Background: an optimization exercise with open tools, aiming at small area. Do not read the settings as production practice. The RTL was checked by simulation tests, not by an equivalence proof against the original design. Power is estimated from default activity; no workload was simulated.

==> flow/design.v (outline; a module is shown in full before it is edited, if it fits) <==
// module krv_core: 68 lines
// module core: 534 lines
// module reset_comb: 7 lines
// module imem_ctrl: 40 lines
// module fetch: 282 lines
// module branch_predict: 165 lines
// module predictor_m2n2: 92 lines
// module basic_predictor_2b: 61 lines
// module predictor_rec: 85 lines
// module loop_predictor: 81 lines
// module ret_stack: 61 lines
// module dec: 913 lines
// module gprs: 39 lines
// module imm_gen: 23 lines
// module alu: 259 lines
// module mul33: 1618 lines
// module div_u: 91 lines
// module dmem_ctrl: 322 lines
// module wb_ctrl: 33 lines
// module mcsr: 397 lines
// module trap_ctrl: 278 lines
// module en_cnt: 21 lines
// module rca: 22 lines
// module rinc: 21 lines
module krv_core (
	input  wire clk,
	input  wire rstn,
	output wire wfi,
	input  wire kplic_int,
	input  wire [63:0] mtime,
	input  wire core_timer_int,
	output wire instr_itcm_access,
	output wire [31:0] instr_itcm_addr,
	input  wire [31:0] instr_itcm_read_data,
	input  wire instr_itcm_read_data_valid,
	output wire data_dtcm_access,
	input  wire data_dtcm_ready,
	output wire data_dtcm_rd0_wr1,
	output wire [3:0] data_dtcm_byte_strobe,
	output wire [31:0] data_dtcm_write_data,
	output wire [31:0] data_dtcm_addr,
	input  wire [31:0] data_dtcm_read_data,
	input  wire data_dtcm_read_data_valid,
	output wire IAXI_access,
	output wire [31:0] IAXI_addr,
	input  wire [31:0] IAXI_read_data,
	input  wire IAXI_read_data_valid,
	output wire DAXI_access,
	output wire DAXI_rd0_wr1,
	output wire [3:0] DAXI_byte_strobe,
	output wire [31:0] DAXI_write_data,
	output wire [31:0] DAXI_addr,
	input  wire DAXI_trans_buffer_full,
	input  wire [31:0] DAXI_read_data,
	input  wire DAXI_read_data_valid
);
  // ...
==> flow/flow/run.sh <==
#!/bin/bash
# Own flow: the standard ORFS flow (the standard.sh make call) with these
# changes:
#  - synthesis maps the logic with an area-oriented ABC script
#    (flow/abc_area.script; the clock period is far above the logic depth).
#    Registers are mapped as in the standard synthesis (dfflibmap runs before
#    ABC, and ABC does not touch flip-flops). This is checked: the standard
#    synthesis is also run (in orfs_std/), and if the register names and cell
#    types differ, the standard synthesis result is used instead.
#  - clock tree synthesis without dummy loads (-dont_use_dummy_load).
#  - more antenna repair iterations after detailed routing, and one retry of
#    the layout at a lower utilization if antenna violations remain.
# Each tool's output goes to a log file in this folder (and ORFS's own logs).
set -euo pipefail
HERE=$(pwd)
rm -rf "$HERE/scripts"
cp -r "$FLOW_HOME/scripts" "$HERE/scripts"
cp "$HERE/flow/abc_area.script" "$HERE/scripts/abc_speed.script"
sed -i 's/  -repair_clock_nets\]/  -repair_clock_nets -dont_use_dummy_load]/' "$HERE/scripts/cts.tcl"
grep -q dont_use_dummy_load "$HERE/scripts/cts.tcl"
sed 's#^make -C#SCRIPTS_DIR='"$HERE"'/scripts make -C#; s#"${@:-finish}"#MAX_REPAIR_ANTENNAS_ITER_DRT=10 "${@:-finish}"#' standard.sh > standard_own.sh
grep -q "SCRIPTS_DIR=$HERE/scripts make" standard_own.sh
grep -q "MAX_REPAIR_ANTENNAS_ITER_DRT=10" standard_own.sh
WH=$(sed -n 's#.*WORK_HOME=\([^ ]*\) .*#\1#p' standard.sh | head -1)
RES=$WH/results/sky130hd/krv_core/base
REP=$WH/reports/sky130hd/krv_core/base
LOGD=$WH/logs/sky130hd/krv_core/base
# standard synthesis for the register check
sed "s#WORK_HOME=$WH #WORK_HOME=$HERE/orfs_std #" standard.sh > standard_chk.sh
bash standard_chk.sh synth > synth_std.log 2>&1
# own synthesis
bash standard_own.sh synth > synth.log 2>&1
flops() { grep -oE 'sky130_fd_sc_hd__(df|edf|sdf|dl)[a-z0-9_]* +[^ ]+ +\(' "$1" | awk '{print $2, $1}' | sort; }
flops "$HERE/orfs_std/results/sky130hd/krv_core/base/1_2_yosys.v" > flops_std.txt
flops "$RES/1_2_yosys.v" > flops_own.txt
if ! cmp -s flops_std.txt flops_own.txt || [[ ! -s flops_own.txt ]]; then
  echo "register mismatch: using the standard synthesis" > register_mismatch.txt
  rm -f "$RES"/1_* "$LOGD"/1_* 
  bash standard.sh synth > synth_fallback.log 2>&1
fi
bash standard_own.sh > layout.log 2>&1 || true
if [[ ! -f out/final.def ]] || grep -q "Net:" "$REP/drt_antennas.log" 2>/dev/null; then
  echo "retry at lower utilization" > retry.txt
  rm -f out/final.def
  mkdir -p first_try
  cp -r "$REP" first_try/reports 2>/dev/null || true
  cp -r "$LOGD" first_try/logs 2>/dev/null || true
  for s in 2_ 3_ 4_ 5_ 6_; do rm -f "$RES"/$s* "$LOGD"/$s* "$REP"/$s*; done
  sed -i 's#CORE_UTILIZATION=[0-9.]*#CORE_UTILIZATION=44#; s#PLACE_DENSITY=[0-9.]*#PLACE_DENSITY=0.55#' standard_own.sh
  bash standard_own.sh > layout_retry.log 2>&1
fi
test -f out/final.def
==> flow/flow/abc_area.script <==
&get -n
&st
&syn3
&dch -f
&nf -R 1000 -p
&st
&syn4
&dch -f
&nf -R 1000 -p
&st
&syn4
&dch -f
&nf -R 1000 -p
&st
&syn4
&dch -f
&nf -R 1000 -p
&put
buffer -c
topo
stime -c
upsize -c
dnsize -c
==> flow/standard.sh <==
#!/bin/bash
# synth_recipe.tcl (not shown) runs the flow's synth.tcl, then flattens the netlist and writes it again
# the make line also repeats each setting of config.mk as NAME=value (left out here)
make -C /OpenROAD-flow-scripts/flow DESIGN_CONFIG=/design/flow/config.mk WORK_HOME=/design/flow/orfs CLKGATE_MAP_FILE= SYNTH_SCRIPT=/design/flow/synth_recipe.tcl "${@:-finish}"
==> flow/config.mk <==
export PLATFORM = sky130hd
export DESIGN_NAME = krv_core
export DESIGN_NICKNAME = krv_core
export VERILOG_FILES = /design/flow/design.v
export SDC_FILE = /design/flow/constraint.sdc
export NUM_CORES = 8
export LEC_CHECK = 0
export CAP_MARGIN = 30
export CORE_MARGIN = 2
export CORE_UTILIZATION = 48
export CTS_BUF_LIST = sky130_fd_sc_hd__clkbuf_8
export CTS_CLUSTER_DIAMETER = 50
export CTS_CLUSTER_SIZE = 15
export GPL_TIMING_DRIVEN = 0
export PLACE_DENSITY = 0.6
export SLEW_MARGIN = 30
==> flow/constraint.sdc <==
create_clock -name core_clock -period 100.0 [get_ports {clk}]
set_input_delay 20.0000 -clock core_clock [delete_from_list [all_inputs] [get_ports {clk}]]
set_output_delay 20.0000 -clock core_clock [all_outputs]
set_load 0.01 [all_outputs]
==> flow_metrics.py, run 1 <==
metrics = {
    "status": {
        "status": "no timing/DRC/antenna violations",
    },
    "worst_setup_path": {
        "rrSetupSlack_ns": 60.44,
        "arrival_ns": 40.59,
        "path_delay_family": "adder cells",
        "r2r_end": "u_core.u_trap_ctrl.mepc[30]$_DFFE_PN0P_",
    },
    "drt": {
        "met3_length_mm": 233,
        "vias_per_cell": 7.80,
        "met2_length_mm": 528,
        "dr.max_layer_used": "met5",
    },
    "finish": {
        "fin_cells": 26100,
        "n_fill_cell": 42300,
        "buffers": 2475,
        "ff_latch_area_um2": 113000,
        "dominant_cells": "sequential cells",
        "multi_input_area_share_pct": 36.8,
        "multi_input_area_um2": 89200,
    },
    "yosys": {
        "synthAdderAreaFrac_pct": 10.9,
        "synth-seq-cells": 3933,
        "ys.flop_type": "edfxtp_1",
        "synth.top_cells.by_count": "3108 x edfxtp_1, 1580 x a21oi_1, 1174 x clkbuf_1",
        "yosys.area.top_type_share_pct": 44.5,
        "yosysMostFrequentCell": "edfxtp_1",
        "yosys_warnings": 27,
        "avgSynthCellArea_um2": 11.6,
    },
    "cts": {
        "clockBufferDepth": 4,
        "root_buffer": "clkbuf_8",
        "post-cts-setup-buffers": 0,
        "clk_pin_slew_worst_paths_ns": 0.10,
        "cts.sinks": 3933,
    },
    "timing": {
        "rsz0062_at_grt": "no",
        "slew_headroom_pct": 7.34,
        "hold_violations": 0,
    },
    "floorplanning": {
        "core_region_area_um2": 475000,
        "io_pins": 409,
        "rows": 253,
    },
    "placed_design": {
        "dpl.hpwl_mm": 1030,
    },
    "power_and_ir_drop": {
        "swShare_pct": 33.5,
        "p_leak_nw": 83.8,
        "total_power_w": 0.00360,
    },
    "worst_hold_path": {
        "worstHoldStart": "u_core.u_dec.fence_d4$_DFF_PN0_",
    },
    "grt": {
        "grt_pass1_vias": 182000,
    },
}
==> run 2: changes to the inputs <==
--- a/flow/config.mk
+++ b/flow/config.mk
@@ -5,7 +5,7 @@
 export SDC_FILE = /design/flow/constraint.sdc
 export NUM_CORES = 8
 export LEC_CHECK = 0
-export CAP_MARGIN = 30
+export CAP_MARGIN = 20
 export CORE_MARGIN = 2
 export CORE_UTILIZATION = 48
 export CTS_BUF_LIST = sky130_fd_sc_hd__clkbuf_8
@@ -13,4 +13,4 @@
 export CTS_CLUSTER_SIZE = 15
 export GPL_TIMING_DRIVEN = 0
 export PLACE_DENSITY = 0.6
-export SLEW_MARGIN = 30
+export SLEW_MARGIN = 20
==> run 2 against run 1 <==
  * Global-route usage down 0.25 points
  * Sequential power about the same
  * Critical endpoint is now u_core.u_trap_ctrl.mepc[29]$_DFFE_PN0P_
  * Die area unchanged
  * Cell area down 1.5%
  * Wire length about the same
  * Non-clock buffer count down 102
  * Now fails the layout checks on max-capacitance violations, max-slew violations
  * Final cell count down 0.53%
  * Via count about the same
==> flow_metrics.py, run 2 <==
metrics = {
    "yosys": {
        "synth-seq-cells": 3933,
        "ys_seq_area_share_pct": 54.0,
        "synth.top_cells.by_count": "3108 x edfxtp_1, 1580 x a21oi_1, 1174 x clkbuf_1",
        "yosysMostFrequentCell": "edfxtp_1",
        "syn_area_um2": 210000,
        "yosys.area.top_type_share_pct": 44.5,
        "synthCells": 18100,
        "yosysTopAreaCell": "edfxtp_1",
        "avgSynthCellArea_um2": 11.6,
        "ys.flop_type": "edfxtp_1",
        "synthesis.nets": 19700,
        "synth_enable_flop_cells": 3108,
        "synth_area_leaders": "edfxtp_1 44%, fa_1 7.0%, dfrtp_1 6.8%",
        "ys_async_sr_fraction_pct": 17.3,
        "ys_types": 91,
        "yosys_warnings": 27,
    },
    "worst_setup_path": {
        "r2r_cells": 91,
        "cp_num_buf_inv": 12,
        "critPathSlowestCell": "clkbuf_1",
        "arrival_ns": 41.60,
        "path_max_fanout": 10,
        "endpoint_kind": "register",
        "worstSetupPathType": "register to register",
        "start_kind": "register",
        "path_delay_family": "adder cells",
        "path_depth": 91,
        "cpMostUsedCell": "fa_1",
        "required_ns": 101.03,
        "cpPeakStageDelay_ns": 0.97,
    },
    "timing": {
        "tns_ns": 0,
        "whs_ns": 0.293,
        "finalMaxSlewViolations": 23,
        "slew_headroom_pct": -85.8,
        "rsz0062_at_grt": "no",
        "min_period_ns": 40.57,
        "hold_violations": 0,
        "finalCritPeriodShare_pct": 40.6,
        "finalSetupViolCount": 0,
        "worst_pin_slew_ns": 2.79,
        "max_freq_ghz": 0.0246,
        "skew_ns": 0.250,
        "fin_ws_ns": 59.43,
    },
    "grt": {
        "grt_pass1_wl_mm": 1780,
        "grt_max_degree": 89,
        "grt_usage_pct": 55.7,
        "grt_pass1_vias": 181000,
        "grt_overflow": 0,
        "antenna_found_initial": 248,
    },
    "worst_hold_path": {
        "hold_depth": 0,
        "hold_path.class": "register to register",
    },
    "floorplanning": {
        "io_pins": 409,
        "core_region_area_um2": 475000,
        "die_w_um": 695,
        "fp.dieH_um": 695,
        "die_area_um2": 483000,
        "rows": 253,
        "start_util_pct": 44.2,
    },
    "finish": {
        "regMostFlops": "u_core.u_dec.u_gprs.rf",
        "final_cell_area_um2": 239000,
        "final_cell_mix": "3108 x edfxtp_1, 1531 x a21oi_1, 1125 x nand2_1",
        "largest_reg_flops": 992,
        "final_common_cell": "edfxtp_1",
        "fin_cells": 25900,
        "biggestRegsByFlops": "u_core.u_dec.u_gprs.rf x992, u_core.u_fetch.u_branch_predict.tag x416",
        "area_growth_pct": 13.6,
        "drive_above_1_share_pct": 9.97,
        "nNetsFinal": 21000,
    },
    "cts": {
        "cts_buffers": 410,
        "ctsHoldBuffers": 0,
        "clkLatencyLatePin_ns": 1.38,
        "cts.sinks": 3933,
        "clockBufferDepth": 4,
        "root_buffer": "clkbuf_8",
        "h-tree-depth": 5,
        "clk_pin_slew_worst_paths_ns": 0.10,
        "cts_tree": "yes",
        "cts_resized": 0,
        "post-cts-setup-buffers": 0,
    },
    "drt": {
        "vias": 203000,
        "routed_wl_mm": 1380,
        "drc": 0,
        "wire_per_inst_um": 53.1,
        "drtIter0Drc": 46300,
        "vias_per_cell": 7.85,
        "dr.pass1.iters": 15,
        "drtAntennaViolNets": 0,
    },
    "power_and_ir_drop": {
        "p_leak_nw": 82.0,
        "p_per_area_nw_per_um2": 15.0,
        "peakVddDrop_uv": 17.8,
    },
    "placed_design": {
        "dpl.hpwl_mm": 1030,
        "dpl_worst_slack_ns": 61.56,
        "placed_area_um2": 232000,
        "gp_congestion": 1.21,
        "io_buffer_count": 408,
        "place_inst": 25200,
    },
    "status": {
        "status": "complete, but fails checks",
        "so.violations": "max-capacitance violations, max-slew violations",
    },
    "job": {
        "drv_cap": 6,
    },
}
## run 2: cell counts after synthesis
No cell type changed its count.
## run 2: cells by family after synthesis
logic type | Yosys count | share of synthesized area [%]
buf+inv | 2377 | 4.43
compound gates | 6419 | 20.7
flops | 3933 | 54.0
xor+xnor | 415 | 1.73
simple gates | 3459 | 7.47
mux | 142 | 0.737
fa+ha+maj | 1389 | 10.9
## run 2: worst paths after layout
path	startpoint	endpoint	slack [ns]
hold reg to reg	u_core.u_dec.fence_d4$_DFF_PN0_	u_core.u_dec.fence_d5$_DFF_PN0_	0.29
setup / recovery	u_core.u_dec.alu_mul_ex$_DFFE_PN0P_	u_core.u_trap_ctrl.mepc[29]$_DFFE_PN0P_	59.43
max in group asynchronous	rstn	u_core.u_mcsr.dtcm_start_addr[15]$_DFFE_PN0P_	78.95
setup reg to reg	u_core.u_dec.alu_mul_ex$_DFFE_PN0P_	u_core.u_trap_ctrl.mepc[29]$_DFFE_PN0P_	59.43
min in group asynchronous	rstn	async pin	18.65
hold / removal	u_core.u_dec.fence_d4$_DFF_PN0_	u_core.u_dec.fence_d5$_DFF_PN0_	0.29
## run 2: cell type report
| type | instances | area, µm² |
|---|---|---|
| fill | 42900 | 236000 |
| sequential | 3933 | 113000 |
| multi-input combinational | 11800 | 88700 |
| timing repair buffer | 863 | 12600 |
| tap | 6247 | 7820 |
| buffer | 1510 | 6450 |
| clock buffer | 410 | 5640 |
| inverter | 867 | 3260 |
| antenna | 269 | 673 |
## run 2: power by group
| part | internal [W] | total, W | switching [W] | leakage [nW] |
|---|---|---|---|---|
| Combinational | 0.000230 | 0.000776 | 0.000545 | 43.4 |
| Clock | 0.000361 | 0.000933 | 0.000572 | 2.95 |
| Sequential | 0.00179 | 0.00188 | 0.0000863 | 35.6 |
| Total | 0.00238 | 0.00359 | 0.00120 | 82.0 |
## run 2: through the flow
step	util, %	power, W
5_1_grt	50.1	0.00363
6_report	50.2	0.00359
4_1_cts	50.0	0.00351
2_1_floorplan	-	0.00221
3_5_place_dp	48.8	0.00263
3_3_place_gp	46.7	0.00261
## run 2: layer usage
metal | global-route usage (%) | vias up | wire, µm
li1 | - | 72600 | -
met1 | 63.9 | 101000 | 454000
met2 | 72.9 | 22500 | 526000
met3 | 33.1 | 7173 | 235000
met4 | 46.3 | 120 | 157000
met5 | 7.27 | - | 4280
==> run 3: changes to the inputs <==
--- a/flow/flow/run.sh
+++ b/flow/flow/run.sh
@@ -46,7 +46,7 @@
   cp -r "$REP" first_try/reports 2>/dev/null || true
   cp -r "$LOGD" first_try/logs 2>/dev/null || true
   for s in 2_ 3_ 4_ 5_ 6_; do rm -f "$RES"/$s* "$LOGD"/$s* "$REP"/$s*; done
-  sed -i 's#CORE_UTILIZATION=[0-9.]*#CORE_UTILIZATION=44#; s#PLACE_DENSITY=[0-9.]*#PLACE_DENSITY=0.55#' standard_own.sh
+  sed -i 's#CORE_UTILIZATION=[0-9.]*#CORE_UTILIZATION=41#; s#PLACE_DENSITY=[0-9.]*#PLACE_DENSITY=0.52#' standard_own.sh
   bash standard_own.sh > layout_retry.log 2>&1
 fi
 test -f out/final.def
==> flow/config.mk (replaced) <==
export PLATFORM = sky130hd
export DESIGN_NAME = krv_core
export DESIGN_NICKNAME = krv_core
export VERILOG_FILES = /design/flow/design.v
export SDC_FILE = /design/flow/constraint.sdc
export NUM_CORES = 8
export LEC_CHECK = 0
export CAP_MARGIN = 30
export CORE_MARGIN = 2
export CORE_UTILIZATION = 45
export CTS_BUF_LIST = sky130_fd_sc_hd__clkbuf_8
export CTS_CLUSTER_DIAMETER = 50
export CTS_CLUSTER_SIZE = 15
export PLACE_DENSITY = 0.57
export SLEW_MARGIN = 30
==> run 3 against run 2 <==
  * Now clean on timing, DRC and antenna
  * Global-route usage is 10 points lower
  * Flip-flop and latch count did not move
  * Synthesized cell count did not move
  * Via count fell by 11%
  * First-iteration DRC count decreased by 23%
  * Clock power is 1% higher
  * Maximum frequency increased by 5.8%
  * Largest power group unchanged
==> flow_metrics.py, run 3 <==
metrics = {
    "cts": {
        "h-tree-depth": 5,
        "cts_tree": "yes",
        "ctsHoldBuffers": 0,
        "post-cts-setup-buffers": 0,
        "clkLatencyLatePin_ns": 1.38,
        "cts.sinks": 3933,
        "clk_pin_slew_worst_paths_ns": 0.09,
        "cts_buffers": 431,
        "cts_resized": 0,
        "clockBufferDepth": 4,
        "root_buffer": "clkbuf_8",
    },
    "yosys": {
        "yosys.area.top_type_share_pct": 44.5,
        "ys_async_sr_fraction_pct": 17.3,
        "synth.top_cells.by_count": "3108 x edfxtp_1, 1580 x a21oi_1, 1174 x clkbuf_1",
        "synth_area_leaders": "edfxtp_1 44%, fa_1 7.0%, dfrtp_1 6.8%",
        "synth-seq-cells": 3933,
        "syn_area_um2": 210000,
        "ys_types": 91,
        "synthCells": 18100,
        "yosys_warnings": 27,
        "yosysTopAreaCell": "edfxtp_1",
        "yosysMostFrequentCell": "edfxtp_1",
        "ys.flop_type": "edfxtp_1",
        "synthesis.nets": 19700,
        "avgSynthCellArea_um2": 11.6,
        "synth_enable_flop_cells": 3108,
        "ys_seq_area_share_pct": 54.0,
    },
    "timing": {
        "min_period_ns": 38.36,
        "finalMaxSlewViolations": 0,
        "slew_headroom_pct": 16.0,
        "hold_violations": 0,
        "rsz0062_at_grt": "no",
        "finalCritPeriodShare_pct": 38.4,
        "finalSetupViolCount": 0,
        "worst_pin_slew_ns": 1.26,
        "skew_ns": 0.285,
        "max_freq_ghz": 0.0261,
        "tns_ns": 0,
    },
    "job": {
        "drv_cap": 0,
    },
    "worst_setup_path": {
        "worstSetupPathType": "register to output port",
        "rrSetupSlack_ns": 65.23,
        "cpMostUsedCell": "fa_1",
        "critPathSlowestCell": "a41oi_1",
        "r2r_end": "u_core.u_alu.u_div_u.rem_r[17]$_DFFE_PP_",
        "required_ns": 80.00,
        "arrival_ns": 18.36,
        "endpoint_kind": "output port",
        "start_kind": "register",
        "r2r_cells": 108,
        "reg2reg_from": "u_core.u_dec.src_data1_ex[2]$_SDFFCE_PP0P_",
        "path_max_fanout": 33,
        "cpPeakStageDelay_ns": 0.75,
    },
    "finish": {
        "biggestRegsByFlops": "u_core.u_dec.u_gprs.rf x992, u_core.u_fetch.u_branch_predict.tag x416",
        "drive_above_1_share_pct": 11.2,
        "fin_cells": 24700,
        "n_fill_cell": 41800,
        "regMostFlops": "u_core.u_dec.u_gprs.rf",
        "fin_util_pct": 49.8,
        "final_cell_mix": "3108 x edfxtp_1, 1544 x a21oi_1, 1105 x nand2_1",
        "largest_reg_flops": 992,
        "nNetsFinal": 20000,
        "final_common_cell": "edfxtp_1",
        "area_growth_pct": 10.2,
    },
    "status": {
        "status": "no timing/DRC/antenna violations",
    },
    "placed_design": {
        "place_inst": 24100,
        "gp_congestion": 1.10,
        "dpl.hpwl_mm": 746,
        "io_buffer_count": 408,
    },
    "drt": {
        "met2_length_mm": 447,
        "routed_wl_mm": 1100,
        "met3_length_mm": 158,
        "dr.pass1.iters": 13,
        "drc": 0,
        "dr.max_layer_used": "met5",
        "drtAntennaViolNets": 0,
        "vias_per_cell": 7.34,
        "wire_per_inst_um": 44.6,
        "drtIter0Drc": 35600,
        "m1WireLength_mm": 389,
        "vias": 181000,
    },
    "floorplanning": {
        "die_w_um": 687,
        "fp.dieH_um": 687,
        "die_area_um2": 472000,
        "start_util_pct": 45.2,
        "rows": 250,
        "io_pins": 409,
        "core_region_area_um2": 464000,
    },
    "worst_hold_path": {
        "worstHoldStart": "u_core.u_trap_ctrl.kplic_int_sync2$_DFF_PN0_",
        "min_to": "u_core.u_trap_ctrl.meip$_DFF_PN0_",
        "hold_path.class": "register to register",
        "hold_depth": 0,
    },
    "grt": {
        "grt_pass1_vias": 169000,
        "grt_overflow": 0,
        "grt_pass1_wl_mm": 1470,
        "antenna_found_initial": 130,
        "grt_usage_pct": 45.4,
        "grt_max_degree": 124,
    },
    "power_and_ir_drop": {
        "p_per_area_nw_per_um2": 15.0,
        "peakVddDrop_uv": 13.9,
        "p_leak_nw": 80.0,
        "total_power_w": 0.00348,
    },
}
run 3: area by class of cell:
cell class / instances / area, µm² / area share (%)
Clock buffer: 431 / 5930 / 2.56
Antenna cell: 82 / 205 / 0.0887
Timing Repair Buffer: 1360 / 11500 / 4.99
Tap cell: 6174 / 7720 / 3.34
Inverter: 867 / 3260 / 1.41
Multi-Input combinational cell: 11800 / 89200 / 38.6
Sequential cell: 3933 / 113000 / 49.0
run 3: how the worst max path moves through the flow:
| stage | endpoint | cells past startpoint | slack [ns] | from |
|---|---|---|---|---|
| floorplan | data_dtcm_access | 41 | 64.76 | u_core.u_alu.store_mem$_DFFE_PN0N_ |
| global placement | data_dtcm_access | 41 | 62.96 | u_core.u_alu.load_mem$_DFFE_PN0N_ |
| detailed placement | data_dtcm_access | 41 | 62.83 | u_core.u_alu.load_mem$_DFFE_PN0N_ |
| CTS | data_dtcm_access | 41 | 61.67 | u_core.u_alu.load_mem$_DFFE_PN0N_ |
| global route | data_dtcm_access | 41 | 60.91 | u_core.u_alu.load_mem$_DFFE_PN0N_ |
| finish | DAXI_access | 40 | 61.64 | u_core.u_alu.load_mem$_DFFE_PN0N_ |
run 3: cells by family after synthesis:
kind of cell / synth area share [%]
AO/OA/AOI/OAI: 20.7
XOR/XNOR: 1.73
adder cells (fa/ha/maj): 10.9
buffers and inverters: 4.43
flip-flops: 54.0
multiplexers: 0.737
AND/OR/NAND/NOR: 7.47
run 3: worst max-delay path: cells and delay by family (launching register included):
| kind | cells | cell delay (ns) |
|---|---|---|
| AOI/OAI and AO/OA | 1 | 0.75 |
| adders and majority gates | 32 | 13.73 |
| buffers and inverters | 2 | 0.66 |
| DFF | 1 | 0.49 |
| and+or+nand+nor | 5 | 1.60 |
run 3: layer usage:
| metal | vias up | global-route usage, % |
|---|---|---|
| met5 | - | 0.398 |
| met2 | 15800 | 63.0 |
| met3 | 4398 | 18.1 |
| li1 | 70200 | - |
| met1 | 90500 | 56.4 |
| met4 | 62 | 34.9 |
run 3: metrics by stage:
step	hold WS (ns)	area [µm²]	setup WS [ns]
6_report	0.357	231000	61.64
5_1_grt	0.316	231000	60.91
4_1_cts	0.311	231000	61.67
3_5_place_dp	0.337	225000	62.83
3_3_place_gp	0.336	224000	62.96
2_1_floorplan	0.331	210000	64.76
run 3: power breakdown:
group | switching, W | internal (W) | leakage (nW)
logic | 0.000466 | 0.000217 | 41.2
registers | 0.0000634 | 0.00179 | 35.6
clock network | 0.000564 | 0.000379 | 3.10
==> run 4: changes to the inputs <==
--- a/flow/flow/run.sh
+++ b/flow/flow/run.sh
@@ -46,7 +46,7 @@
   cp -r "$REP" first_try/reports 2>/dev/null || true
   cp -r "$LOGD" first_try/logs 2>/dev/null || true
   for s in 2_ 3_ 4_ 5_ 6_; do rm -f "$RES"/$s* "$LOGD"/$s* "$REP"/$s*; done
-  sed -i 's#CORE_UTILIZATION=[0-9.]*#CORE_UTILIZATION=41#; s#PLACE_DENSITY=[0-9.]*#PLACE_DENSITY=0.52#' standard_own.sh
+  sed -i 's#CORE_UTILIZATION=[0-9.]*#CORE_UTILIZATION=39#; s#PLACE_DENSITY=[0-9.]*#PLACE_DENSITY=0.50#' standard_own.sh
   bash standard_own.sh > layout_retry.log 2>&1
 fi
 test -f out/final.def
--- a/flow/config.mk
+++ b/flow/config.mk
@@ -7,9 +7,9 @@
 export LEC_CHECK = 0
 export CAP_MARGIN = 30
 export CORE_MARGIN = 2
-export CORE_UTILIZATION = 45
+export CORE_UTILIZATION = 42
 export CTS_BUF_LIST = sky130_fd_sc_hd__clkbuf_8
 export CTS_CLUSTER_DIAMETER = 50
 export CTS_CLUSTER_SIZE = 15
-export PLACE_DENSITY = 0.57
+export PLACE_DENSITY = 0.54
 export SLEW_MARGIN = 30
==> run 4 against run 3 <==
  * Still clean on timing, DRC and antenna
  * Critical path depth up 1
  * Synthesized cell count unchanged
  * First-iteration DRC count down 3.7%
  * Cell area up 0.12%
  * Largest cell class unchanged
  * Largest power group unchanged
==> flow_metrics.py, run 4 <==
metrics = {
    "timing": {
        "skew_ns": 0.277,
        "hold_violations": 0,
        "worst_pin_slew_ns": 1.29,
        "finalMaxSlewViolations": 0,
        "max_freq_ghz": 0.0259,
        "finalCritPeriodShare_pct": 38.5,
        "tns_ns": 0,
        "slew_headroom_pct": 13.7,
        "fin_ws_ns": 61.46,
        "whs_ns": 0.361,
        "rsz0062_at_grt": "no",
        "finalSetupViolCount": 0,
        "min_period_ns": 38.54,
    },
    "placed_design": {
        "dpl.hpwl_mm": 733,
        "gp_congestion": 1.10,
        "placed_area_um2": 225000,
        "dpl_worst_slack_ns": 62.75,
        "io_buffer_count": 408,
    },
    "cts": {
        "clockBufferDepth": 4,
        "post-cts-setup-buffers": 0,
        "ctsHoldBuffers": 0,
        "h-tree-depth": 5,
        "cts_buffers": 432,
        "cts.sinks": 3933,
        "cts_resized": 0,
        "root_buffer": "clkbuf_8",
        "clkLatencyLatePin_ns": 1.37,
        "clk_pin_slew_worst_paths_ns": 0.07,
        "cts_tree": "yes",
    },
    "finish": {
        "nNetsFinal": 20000,
        "regMostFlops": "u_core.u_dec.u_gprs.rf",
        "final_cell_area_um2": 232000,
        "n_fill_cell": 45900,
        "area_growth_pct": 10.3,
        "biggestRegsByFlops": "u_core.u_dec.u_gprs.rf x992, u_core.u_fetch.u_branch_predict.tag x416",
        "final_cell_mix": "3108 x edfxtp_1, 1538 x a21oi_1, 1108 x nand2_1",
        "largest_reg_flops": 992,
        "drive_above_1_share_pct": 10.9,
        "final_common_cell": "edfxtp_1",
    },
    "power_and_ir_drop": {
        "switchingPower_w": 0.00110,
        "peakVddDrop_uv": 14.0,
        "seqPwrFrac_pct": 53.0,
        "power.internal_w": 0.00239,
        "p_leak_nw": 79.9,
        "p_per_area_nw_per_um2": 15.1,
        "share_comb_of_total_power_pct": 19.9,
        "total_power_w": 0.00349,
        "swShare_pct": 31.5,
        "clkPwrFrac_pct": 27.2,
    },
    "floorplanning": {
        "die_w_um": 711,
        "rows": 259,
        "core_region_area_um2": 498000,
        "io_pins": 409,
        "die_area_um2": 505000,
        "start_util_pct": 42.2,
        "fp.dieH_um": 711,
    },
    "worst_setup_path": {
        "start_kind": "register",
        "cpPeakStageDelay_ns": 0.71,
        "path_depth": 41,
        "path_delay_family": "adder cells",
        "critPathSlowestCell": "a41oi_1",
        "required_ns": 80.00,
        "r2r_cells": 92,
        "reg2reg_from": "u_core.u_dec.alu_mul_ex$_DFFE_PN0P_",
        "path_max_fanout": 33,
        "arrival_ns": 18.54,
        "cpMostUsedCell": "fa_1",
        "endpoint_kind": "output port",
        "worstSetupPathType": "register to output port",
        "r2r_end": "u_core.u_trap_ctrl.mtval[31]$_DFFE_PN0P_",
        "rrSetupSlack_ns": 65.82,
        "cp_num_buf_inv": 3,
    },
    "grt": {
        "grt_pass1_wl_mm": 1460,
        "grt_pass1_vias": 169000,
        "grt_usage_pct": 41.5,
        "antenna_found_initial": 137,
        "grt_overflow": 0,
        "grt_max_degree": 134,
    },
    "drt": {
        "dr.pass1.iters": 14,
        "drc": 0,
        "routed_wl_mm": 1090,
        "drtAntennaViolNets": 0,
        "wire_per_inst_um": 43.3,
        "vias": 180000,
        "drtIter0Drc": 34300,
        "vias_per_cell": 7.17,
    },
    "worst_hold_path": {
        "hold_depth": 0,
        "hold_path.class": "register to register",
        "worstHoldStart": "u_core.u_trap_ctrl.kplic_int_sync2$_DFF_PN0_",
        "min_to": "u_core.u_trap_ctrl.meip$_DFF_PN0_",
    },
    "yosys": {
        "synth_mux_area_share_pct": 0.737,
        "synth_area_leaders": "edfxtp_1 44%, fa_1 7.0%, dfrtp_1 6.8%",
        "synthesis.nets": 19700,
        "synth_top_family_by_area": "compound AO/OA/AOI/OAI gates",
        "yosys.area.top_type_share_pct": 44.5,
        "synth_enable_flop_cells": 3108,
        "ys_async_sr_fraction_pct": 17.3,
        "synth_compound_area_share_pct": 20.7,
        "ys_types": 91,
        "ys.flop_type": "edfxtp_1",
        "synth_simple_gate_area_share_pct": 7.47,
        "synthCells": 18100,
        "syn_area_um2": 210000,
        "avgSynthCellArea_um2": 11.6,
        "synth.top_cells.by_count": "3108 x edfxtp_1, 1580 x a21oi_1, 1174 x clkbuf_1",
        "synthXorXnorAreaFrac_pct": 1.73,
        "yosysMostFrequentCell": "edfxtp_1",
        "yosys_warnings": 27,
        "synth-seq-cells": 3933,
        "yosysTopAreaCell": "edfxtp_1",
        "synthAdderAreaFrac_pct": 10.9,
        "ys_seq_area_share_pct": 54.0,
    },
    "status": {
        "status": "no timing/DRC/antenna violations",
    },
    "job": {
        "drv_cap": 0,
    },
}
run 4: logic make-up (layout without fill, tap and decap cells):
| group | Yosys count | in the layout |
|---|---|---|
| adder cells (fa/ha/maj) | 1389 | 1389 |
| buffers and inverters | 2377 | 2626 |
| flip-flops | 3933 | 3933 |
| multiplexers | 142 | 142 |
| XOR/XNOR | 415 | 415 |
| AO/OA/AOI/OAI | 6419 | 6419 |
| AND/OR/NAND/NOR | 3459 | 3459 |
| other | 0 | 71 |
run 4: cell type report:
type | instances | area, µm² | area share [%]
flip-flops and latches | 3933 | 113000 | 49.0
multi-input cells | 11800 | 89100 | 38.5
repair buffers | 1327 | 11300 | 4.89
well taps | 6655 | 8330 | 3.60
clock buffers | 432 | 5950 | 2.57
inverters | 867 | 3260 | 1.41
diodes | 71 | 178 | 0.0767
run 4: how the worst max path moves through the flow:
stage | from | end
detailed placement | u_core.u_alu.load_mem$_DFFE_PN0N_ | data_dtcm_access
finish | u_core.u_alu.load_mem$_DFFE_PN0N_ | data_dtcm_access
global placement | u_core.u_alu.load_mem$_DFFE_PN0N_ | data_dtcm_access
global route | u_core.u_alu.load_mem$_DFFE_PN0N_ | data_dtcm_access
CTS | u_core.u_alu.load_mem$_DFFE_PN0N_ | data_dtcm_access
floorplan | u_core.u_alu.store_mem$_DFFE_PN0N_ | data_dtcm_access
run 4: power by group through the flow:
stage | clock, W | combinational (W) | sequential [W]
floorplan | 0 | 0.000362 | 0.00185
global placement | 0 | 0.000666 | 0.00188
detailed placement | 0 | 0.000670 | 0.00188
CTS | 0.000951 | 0.000673 | 0.00184
global route | 0.00101 | 0.000726 | 0.00184
finish | 0.000946 | 0.000692 | 0.00185
run 4: routing by layer:
metal | up-vias | global-route usage (%) | share of wire, %
met5 | - | 0.716 | 0.084
li1 | 70100 | - | -
met2 | 15200 | 58.8 | 41
met4 | 62 | 31.8 | 9.7
met1 | 90200 | 51.1 | 36
met3 | 4407 | 15.5 | 14
run 4: metrics by stage:
step,util (%),cells
after floorplan,-,18100
after global placement,45.1,24600
after detailed placement,45.2,24600
after CTS,46.4,25000
after global routing,46.5,25000
final,46.5,25100
==> run 5: changes to the inputs <==
--- a/flow/flow/run.sh
+++ b/flow/flow/run.sh
@@ -8,6 +8,7 @@
 #    synthesis is also run (in orfs_std/), and if the register names and cell
 #    types differ, the standard synthesis result is used instead.
 #  - clock tree synthesis without dummy loads (-dont_use_dummy_load).
+#  - buffering after placement without buf_12/buf_16 (see below).
 #  - more antenna repair iterations after detailed routing, and one retry of
 #    the layout at a lower utilization if antenna violations remain.
 # Each tool's output goes to a log file in this folder (and ORFS's own logs).
@@ -18,6 +19,12 @@
 cp "$HERE/flow/abc_area.script" "$HERE/scripts/abc_speed.script"
 sed -i 's/  -repair_clock_nets\]/  -repair_clock_nets -dont_use_dummy_load]/' "$HERE/scripts/cts.tcl"
 grep -q dont_use_dummy_load "$HERE/scripts/cts.tcl"
+# placement, resizing, global-route repair and CTS repair do not use the two
+# largest buffers (buf_12, buf_16): more, smaller buffers fix slew for less area
+for f in global_place.tcl resize.tcl global_route.tcl cts.tcl; do
+  sed -i 's/^\(\s*\)set_dont_use \$::env(DONT_USE_CELLS)$/\1set_dont_use $::env(DONT_USE_CELLS)\n\1set_dont_use {sky130_fd_sc_hd__buf_16 sky130_fd_sc_hd__buf_12}/' "$HERE/scripts/$f"
+  grep -q "set_dont_use {sky130_fd_sc_hd__buf_16 sky130_fd_sc_hd__buf_12}" "$HERE/scripts/$f"
+done
 sed 's#^make -C#SCRIPTS_DIR='"$HERE"'/scripts make -C#; s#"${@:-finish}"#MAX_REPAIR_ANTENNAS_ITER_DRT=10 "${@:-finish}"#' standard.sh > standard_own.sh
 grep -q "SCRIPTS_DIR=$HERE/scripts make" standard_own.sh
 grep -q "MAX_REPAIR_ANTENNAS_ITER_DRT=10" standard_own.sh
==> run 5 against run 4 <==
  * Critical endpoint unchanged
  * Total power barely moved
  * Still clean
  * Highest routed layer unchanged
  * Sequential power hardly changed
  * Combinational power is 2% lower
  * Flip-flop and latch count unchanged
==> flow_metrics.py, run 5 <==
metrics = {
    "cts": {
        "h-tree-depth": 5,
        "clockBufferDepth": 4,
        "cts_buffers": 437,
        "clk_pin_slew_worst_paths_ns": 0.08,
        "ctsHoldBuffers": 0,
        "post-cts-setup-buffers": 0,
        "cts.sinks": 3933,
        "root_buffer": "clkbuf_8",
        "cts_resized": 0,
        "clkLatencyLatePin_ns": 1.34,
        "cts_tree": "yes",
    },
    "grt": {
        "grt_max_degree": 69,
        "grt_usage_pct": 42.7,
        "use_met1_pct": 52.8,
        "grt_overflow": 0,
        "antenna_found_initial": 133,
        "use_met2_pct": 59.9,
        "met3_usage_pct": 16.5,
        "grt_pass1_vias": 170000,
        "grt_pass1_wl_mm": 1490,
        "grt.busiest_layer": "met2",
    },
    "yosys": {
        "avgSynthCellArea_um2": 11.6,
        "synth_area_leaders": "edfxtp_1 44%, fa_1 7.0%, dfrtp_1 6.8%",
        "synthCells": 18100,
        "yosysTopAreaCell": "edfxtp_1",
        "synth.top_cells.by_count": "3108 x edfxtp_1, 1580 x a21oi_1, 1174 x clkbuf_1",
        "ys.flop_type": "edfxtp_1",
        "synthesis.nets": 19700,
        "ys_seq_area_share_pct": 54.0,
        "synth-seq-cells": 3933,
        "ys_types": 91,
        "yosys.area.top_type_share_pct": 44.5,
        "syn_area_um2": 210000,
        "yosysMostFrequentCell": "edfxtp_1",
        "ys_async_sr_fraction_pct": 17.3,
        "synth_enable_flop_cells": 3108,
        "yosys_warnings": 27,
    },
    "placed_design": {
        "io_buffer_count": 408,
        "dpl.hpwl_mm": 775,
        "place_inst": 24600,
        "gp_congestion": 1.13,
        "placed_area_um2": 223000,
    },
    "drt": {
        "vias": 181000,
        "routed_wl_mm": 1120,
        "drc": 0,
        "drtIter0Drc": 34700,
        "vias_per_cell": 7.19,
        "dr.pass1.iters": 14,
        "drtAntennaViolNets": 0,
        "wire_per_inst_um": 44.3,
    },
    "timing": {
        "finalSetupViolCount": 0,
        "tns_ns": 0,
        "hold_violations": 0,
        "whs_ns": 0.358,
        "worst_pin_slew_ns": 1.30,
        "skew_ns": 0.223,
        "max_freq_ghz": 0.0263,
        "min_period_ns": 38.00,
        "rsz0062_at_grt": "no",
        "finalCritPeriodShare_pct": 38.0,
        "finalMaxSlewViolations": 0,
        "slew_headroom_pct": 13.5,
    },
    "worst_setup_path": {
        "reg2reg_from": "u_core.u_dec.src_data1_ex[1]$_SDFFCE_PP0P_",
        "r2r_end": "u_core.u_alu.u_div_u.rem_r[2]$_DFFE_PP_",
        "path_max_fanout": 33,
        "endpoint_kind": "output port",
        "cpMostUsedCell": "fa_1",
        "required_ns": 80.00,
        "worstSetupPathType": "register to output port",
        "rrSetupSlack_ns": 65.62,
        "arrival_ns": 18.00,
        "critPathSlowestCell": "a41oi_1",
        "cpPeakStageDelay_ns": 0.63,
        "start_kind": "register",
        "r2r_cells": 108,
        "crit_end": "data_dtcm_access",
        "startpoint": "u_core.u_alu.load_mem$_DFFE_PN0N_",
    },
    "finish": {
        "area_growth_pct": 9.62,
        "multi_input_area_um2": 89200,
        "final_common_cell": "edfxtp_1",
        "biggestRegsByFlops": "u_core.u_dec.u_gprs.rf x992, u_core.u_fetch.u_branch_predict.tag x416",
        "n_fill_cell": 46200,
        "largest_reg_flops": 992,
        "fin_cells": 25200,
        "regMostFlops": "u_core.u_dec.u_gprs.rf",
        "ff_latch_area_um2": 113000,
        "drive_above_1_share_pct": 11.3,
        "final_cell_area_um2": 230000,
        "fin_util_pct": 46.2,
        "final_cell_mix": "3108 x edfxtp_1, 1538 x a21oi_1, 1107 x nand2_1",
        "nNetsFinal": 20000,
    },
    "floorplanning": {
        "start_util_pct": 42.2,
        "die_area_um2": 505000,
        "core_region_area_um2": 498000,
        "rows": 259,
        "fp.dieH_um": 711,
        "die_w_um": 711,
        "io_pins": 409,
    },
    "worst_hold_path": {
        "hold_path.class": "register to register",
    },
    "power_and_ir_drop": {
        "peakVddDrop_uv": 12.7,
        "p_per_area_nw_per_um2": 15.2,
        "p_leak_nw": 79.5,
    },
    "job": {
        "drv_cap": 0,
    },
    "status": {
        "status": "no timing/DRC/antenna violations",
    },
}
==> run 5: worst min-delay path by stage <==
stage | from | endpoint | cells past startpoint
after floorplan | u_core.u_trap_ctrl.kplic_int_sync1$_DFF_PN0_ | u_core.u_trap_ctrl.kplic_int_sync2$_DFF_PN0_ | 0
final | u_core.u_trap_ctrl.kplic_int_sync1$_DFF_PN0_ | u_core.u_trap_ctrl.kplic_int_sync2$_DFF_PN0_ | 0
after detailed placement | u_core.u_trap_ctrl.kplic_int_sync1$_DFF_PN0_ | u_core.u_trap_ctrl.kplic_int_sync2$_DFF_PN0_ | 0
after global placement | u_core.u_trap_ctrl.kplic_int_sync1$_DFF_PN0_ | u_core.u_trap_ctrl.kplic_int_sync2$_DFF_PN0_ | 0
after global routing | u_core.u_dec.fence_d2$_DFF_PN0_ | u_core.u_dec.fence_d3$_DFF_PN0_ | 0
after CTS | u_core.u_trap_ctrl.kplic_int_sync1$_DFF_PN0_ | u_core.u_trap_ctrl.kplic_int_sync2$_DFF_PN0_ | 0
==> run 5: layout make-up <==
cell class                 instances  share of cell area (%)
tap                             6655                    3.62
antenna                           77                  0.0837
multi-input combinational      11800                    38.8
clock buffer                     437                    2.61
inverter                         867                    1.41
timing repair buffer            1382                    4.22
sequential                      3933                    49.3
==> run 5: through the flow <==
step                      setup slack [ns]  power (W)
after floorplan                      64.76    0.00221
after CTS                            61.95    0.00347
after detailed placement             63.14    0.00254
final                                62.00    0.00349
after global placement               63.05    0.00254
after global routing                 61.26    0.00358
==> run 5: cell families after synthesis <==
kind of cell	Yosys count	synth area share, %
AO/OA/AOI/OAI	6419	20.7
XOR/XNOR	415	1.73
multiplexers	142	0.737
adder cells (fa/ha/maj)	1389	10.9
buffers and inverters	2377	4.43
AND/OR/NAND/NOR	3459	7.47
flip-flops	3933	54.0
==> run 5: critical path, delay by kind of cell, from the launching register on <==
family          cells  cell delay [ns]
compound gates      1             0.63
fa+ha+maj          32            13.71
buf+inv             3             0.54
simple gates        5             1.45
flops               1             0.48
==> run 5: per-layer routing <==
metal  wire length, µm  part of all wire [%]  up-vias
li1                  -                     -    70300
met5               937                 0.084        -
met4            109000                   9.8       74
met3            154000                    14     4400
met2            454000                    41    15400
met1            398000                    36    90800
==> run 5: power breakdown <==
part	internal (W)	switching [W]
Combinational	0.000209	0.000469
Sequential	0.00179	0.0000650
Clock	0.000384	0.000570
Total	0.00238	0.00110
==> run 6: changes to the inputs <==
--- a/flow/flow/run.sh
+++ b/flow/flow/run.sh
@@ -53,7 +53,7 @@
   cp -r "$REP" first_try/reports 2>/dev/null || true
   cp -r "$LOGD" first_try/logs 2>/dev/null || true
   for s in 2_ 3_ 4_ 5_ 6_; do rm -f "$RES"/$s* "$LOGD"/$s* "$REP"/$s*; done
-  sed -i 's#CORE_UTILIZATION=[0-9.]*#CORE_UTILIZATION=39#; s#PLACE_DENSITY=[0-9.]*#PLACE_DENSITY=0.50#' standard_own.sh
+  sed -i 's#CORE_UTILIZATION=[0-9.]*#CORE_UTILIZATION=41#; s#PLACE_DENSITY=[0-9.]*#PLACE_DENSITY=0.52#' standard_own.sh
   bash standard_own.sh > layout_retry.log 2>&1
 fi
 test -f out/final.def
--- a/flow/config.mk
+++ b/flow/config.mk
@@ -7,9 +7,9 @@
 export LEC_CHECK = 0
 export CAP_MARGIN = 30
 export CORE_MARGIN = 2
-export CORE_UTILIZATION = 42
+export CORE_UTILIZATION = 45
 export CTS_BUF_LIST = sky130_fd_sc_hd__clkbuf_8
 export CTS_CLUSTER_DIAMETER = 50
 export CTS_CLUSTER_SIZE = 15
-export PLACE_DENSITY = 0.54
+export PLACE_DENSITY = 0.57
 export SLEW_MARGIN = 30
==> run 6 against run 5 <==
  * Non-clock buffer count shrank 13
  * Global-route usage up 1.8 points
  * Flip-flop and latch count is the same
  * Combinational power decreased by 1%
  * Sequential power is essentially flat
  * Via count grew 0.74%
  * Sequential share of layout area up 0.15 points
  * Maximum frequency shrank 0.56%
  * Largest cell class unchanged
  * Still clean on timing, DRC and antenna
==> flow_metrics.py, run 6 <==
metrics = {
    "worst_hold_path": {
        "hold_path.class": "register to register",
        "worstHoldStart": "u_core.u_trap_ctrl.kplic_int_sync2$_DFF_PN0_",
        "hold_depth": 0,
    },
    "yosys": {
        "ys.flop_type": "edfxtp_1",
        "ys_async_sr_fraction_pct": 17.3,
        "ys_seq_area_share_pct": 54.0,
        "synth.top_cells.by_count": "3108 x edfxtp_1, 1580 x a21oi_1, 1174 x clkbuf_1",
        "yosys_warnings": 27,
        "ys_types": 91,
        "yosys.area.top_type_share_pct": 44.5,
        "synth_area_leaders": "edfxtp_1 44%, fa_1 7.0%, dfrtp_1 6.8%",
        "synthesis.nets": 19700,
        "synth_enable_flop_cells": 3108,
        "syn_area_um2": 210000,
        "yosysMostFrequentCell": "edfxtp_1",
        "avgSynthCellArea_um2": 11.6,
        "yosysTopAreaCell": "edfxtp_1",
        "synth-seq-cells": 3933,
        "synthCells": 18100,
    },
    "worst_setup_path": {
        "r2r_cells": 84,
        "endpoint_kind": "output port",
        "cpPeakStageDelay_ns": 0.63,
        "start_kind": "register",
        "required_ns": 80.00,
        "rrSetupSlack_ns": 65.70,
        "path_delay_family": "adder cells",
        "arrival_ns": 18.22,
        "cp_num_buf_inv": 3,
        "cpMostUsedCell": "fa_1",
        "path_depth": 41,
        "path_max_fanout": 33,
        "reg2reg_from": "u_core.u_dec.alu_mulh_ex$_DFFE_PN0P_",
        "startpoint": "u_core.u_alu.load_mem$_DFFE_PN0N_",
        "critPathSlowestCell": "a41oi_1",
        "worstSetupPathType": "register to output port",
    },
    "timing": {
        "whs_ns": 0.349,
        "fin_ws_ns": 61.78,
        "min_period_ns": 38.22,
        "max_freq_ghz": 0.0262,
        "finalCritPeriodShare_pct": 38.2,
        "finalSetupViolCount": 0,
        "slew_headroom_pct": 15.5,
        "skew_ns": 0.245,
        "rsz0062_at_grt": "no",
        "finalMaxSlewViolations": 0,
        "worst_pin_slew_ns": 1.25,
        "hold_violations": 0,
        "tns_ns": 0,
    },
    "placed_design": {
        "gp_congestion": 1.15,
        "place_inst": 24100,
        "placed_area_um2": 223000,
        "io_buffer_count": 408,
        "dpl.hpwl_mm": 737,
        "dpl_worst_slack_ns": 63.06,
    },
    "finish": {
        "largest_reg_flops": 992,
        "final_common_cell": "edfxtp_1",
        "area_growth_pct": 9.30,
        "final_cell_mix": "3108 x edfxtp_1, 1546 x a21oi_1, 1107 x nand2_1",
        "regMostFlops": "u_core.u_dec.u_gprs.rf",
        "n_fill_cell": 42000,
        "drive_above_1_share_pct": 11.1,
        "biggestRegsByFlops": "u_core.u_dec.u_gprs.rf x992, u_core.u_fetch.u_branch_predict.tag x416",
        "final_cell_area_um2": 229000,
        "fin_cells": 24700,
        "nNetsFinal": 20000,
    },
    "drt": {
        "drtIter0Drc": 37500,
        "drc": 0,
        "wire_per_inst_um": 43.6,
        "vias": 182000,
        "routed_wl_mm": 1080,
        "dr.pass1.iters": 15,
        "vias_per_cell": 7.38,
        "drtAntennaViolNets": 0,
    },
    "grt": {
        "grt_overflow": 0,
        "grt_usage_pct": 44.5,
        "antenna_found_initial": 141,
        "grt_pass1_vias": 170000,
        "grt_pass1_wl_mm": 1450,
        "grt_max_degree": 96,
    },
    "cts": {
        "h-tree-depth": 5,
        "post-cts-setup-buffers": 0,
        "cts_tree": "yes",
        "cts.sinks": 3933,
        "root_buffer": "clkbuf_8",
        "cts_buffers": 422,
        "clockBufferDepth": 4,
        "clk_pin_slew_worst_paths_ns": 0.08,
        "cts_resized": 0,
        "ctsHoldBuffers": 0,
        "clkLatencyLatePin_ns": 1.38,
    },
    "status": {
        "status": "no timing/DRC/antenna violations",
    },
    "floorplanning": {
        "die_area_um2": 472000,
        "core_region_area_um2": 464000,
        "die_w_um": 687,
        "rows": 250,
        "fp.dieH_um": 687,
        "start_util_pct": 45.2,
        "io_pins": 409,
    },
    "power_and_ir_drop": {
        "peakVddDrop_uv": 10.9,
        "p_per_area_nw_per_um2": 15.1,
        "p_leak_nw": 79.3,
    },
    "job": {
        "drv_cap": 0,
    },
}
==> run 6: changes by cell type in the layout (fill, tap and decap cells not counted), sizes merged <==
cell and change:
clkbuf -1, clkdlybuf4s25 +1, buf -28, diode +29
==> run 6: layout make-up <==
type / instances / area (µm²) / share of cell area, %
clock buffers: 422 / 5810 / 2.53
inverters: 867 / 3260 / 1.42
well taps: 6174 / 7720 / 3.37
multi-input cells: 11800 / 89200 / 38.9
diodes: 106 / 265 / 0.116
flip-flops and latches: 3933 / 113000 / 49.4
repair buffers: 1369 / 9770 / 4.26
==> run 6: worst paths after layout <==
path                                                                to
max                                                   data_dtcm_access
min                                  u_core.u_trap_ctrl.meip$_DFF_PN0_
max reg2reg                   u_core.u_trap_ctrl.mtval[29]$_DFFE_PN0P_
min reg2reg                          u_core.u_trap_ctrl.meip$_DFF_PN0_
max in group asynchronous  u_core.u_dec.u_gprs.rf_valid[1]$_DFFE_PN0P_
min in group asynchronous                                    async pin
==> run 6: report_power, final <==
part	switching, W	internal (W)	total, W
Combinational	0.000463	0.000208	0.000671
Sequential	0.0000668	0.00179	0.00186
Clock	0.000567	0.000371	0.000938
==> run 6: kinds of logic (layout without fill, tap and decap cells) <==
logic type,Yosys count,count (layout),share of synthesized area [%]
compound gates,6419,6419,20.7
simple gates,3459,3459,7.47
other cells,0,106,0
flops,3933,3933,54.0
mux,142,142,0.737
buf+inv,2377,2658,4.43
xor+xnor,415,415,1.73
fa+ha+maj,1389,1389,10.9
==> run 6: metrics by stage <==
stage          util, %  power (W)
3_5_place_dp      47.9    0.00253
6_report          49.4    0.00347
4_1_cts           49.2    0.00344
2_1_floorplan        -    0.00221
5_1_grt           49.4    0.00355
3_3_place_gp      47.9    0.00252
==> run 6: routing by layer <==
metal	share of wire [%]	GRT usage, %	routed length, µm
met5	0.11	0.847	1150
met4	9.7	32.7	104000
met3	15	20.9	167000
met2	40	61.1	431000
met1	35	54.4	374000

[what the ideal ports hide]
The results above use ideal ports. As a check the final layouts listed here were re-extracted and re-timed, cells and wires unchanged.
Step 1: set_driving_cell puts a clkbuf_16 on clk and a buf_2 on each other input, an assumption about the parent block.
Step 2, shift: input delay + t, output delay - t, t = (earliest + latest rising clock arrival at the registers) / 2. This alone moves slack from input paths to output paths.
a / b / c = no drivers / after step 1 / after step 2; a / b = the first two.
run | shift t [ns] | setup WS [ns] | latest minus earliest clock arrival (ns) | worst register clock-pin slew, ns
run 1 | 1.370 | 60.444 / 60.444 / 60.444 | 0.355 / 0.356 | 0.11 / 0.11
run 2 | 1.404 | 59.429 / 59.429 / 59.429 | 0.254 / 0.254 | 0.10 / 0.10
run 3 | 1.361 | 61.639 / 61.513 / 62.874 | 0.286 / 0.286 | 0.10 / 0.10
run 4 | 1.375 | 61.460 / 61.318 / 62.693 | 0.294 / 0.295 | 0.11 / 0.11
run 5 | 1.378 | 62.000 / 61.860 / 63.238 | 0.234 / 0.234 | 0.11 / 0.11
run 6 | 1.377 | 61.784 / 61.661 / 63.037 | 0.251 / 0.251 | 0.10 / 0.10
Clock arrivals are far apart in run 1, so t is only a midpoint there and step 2 fits no single register.
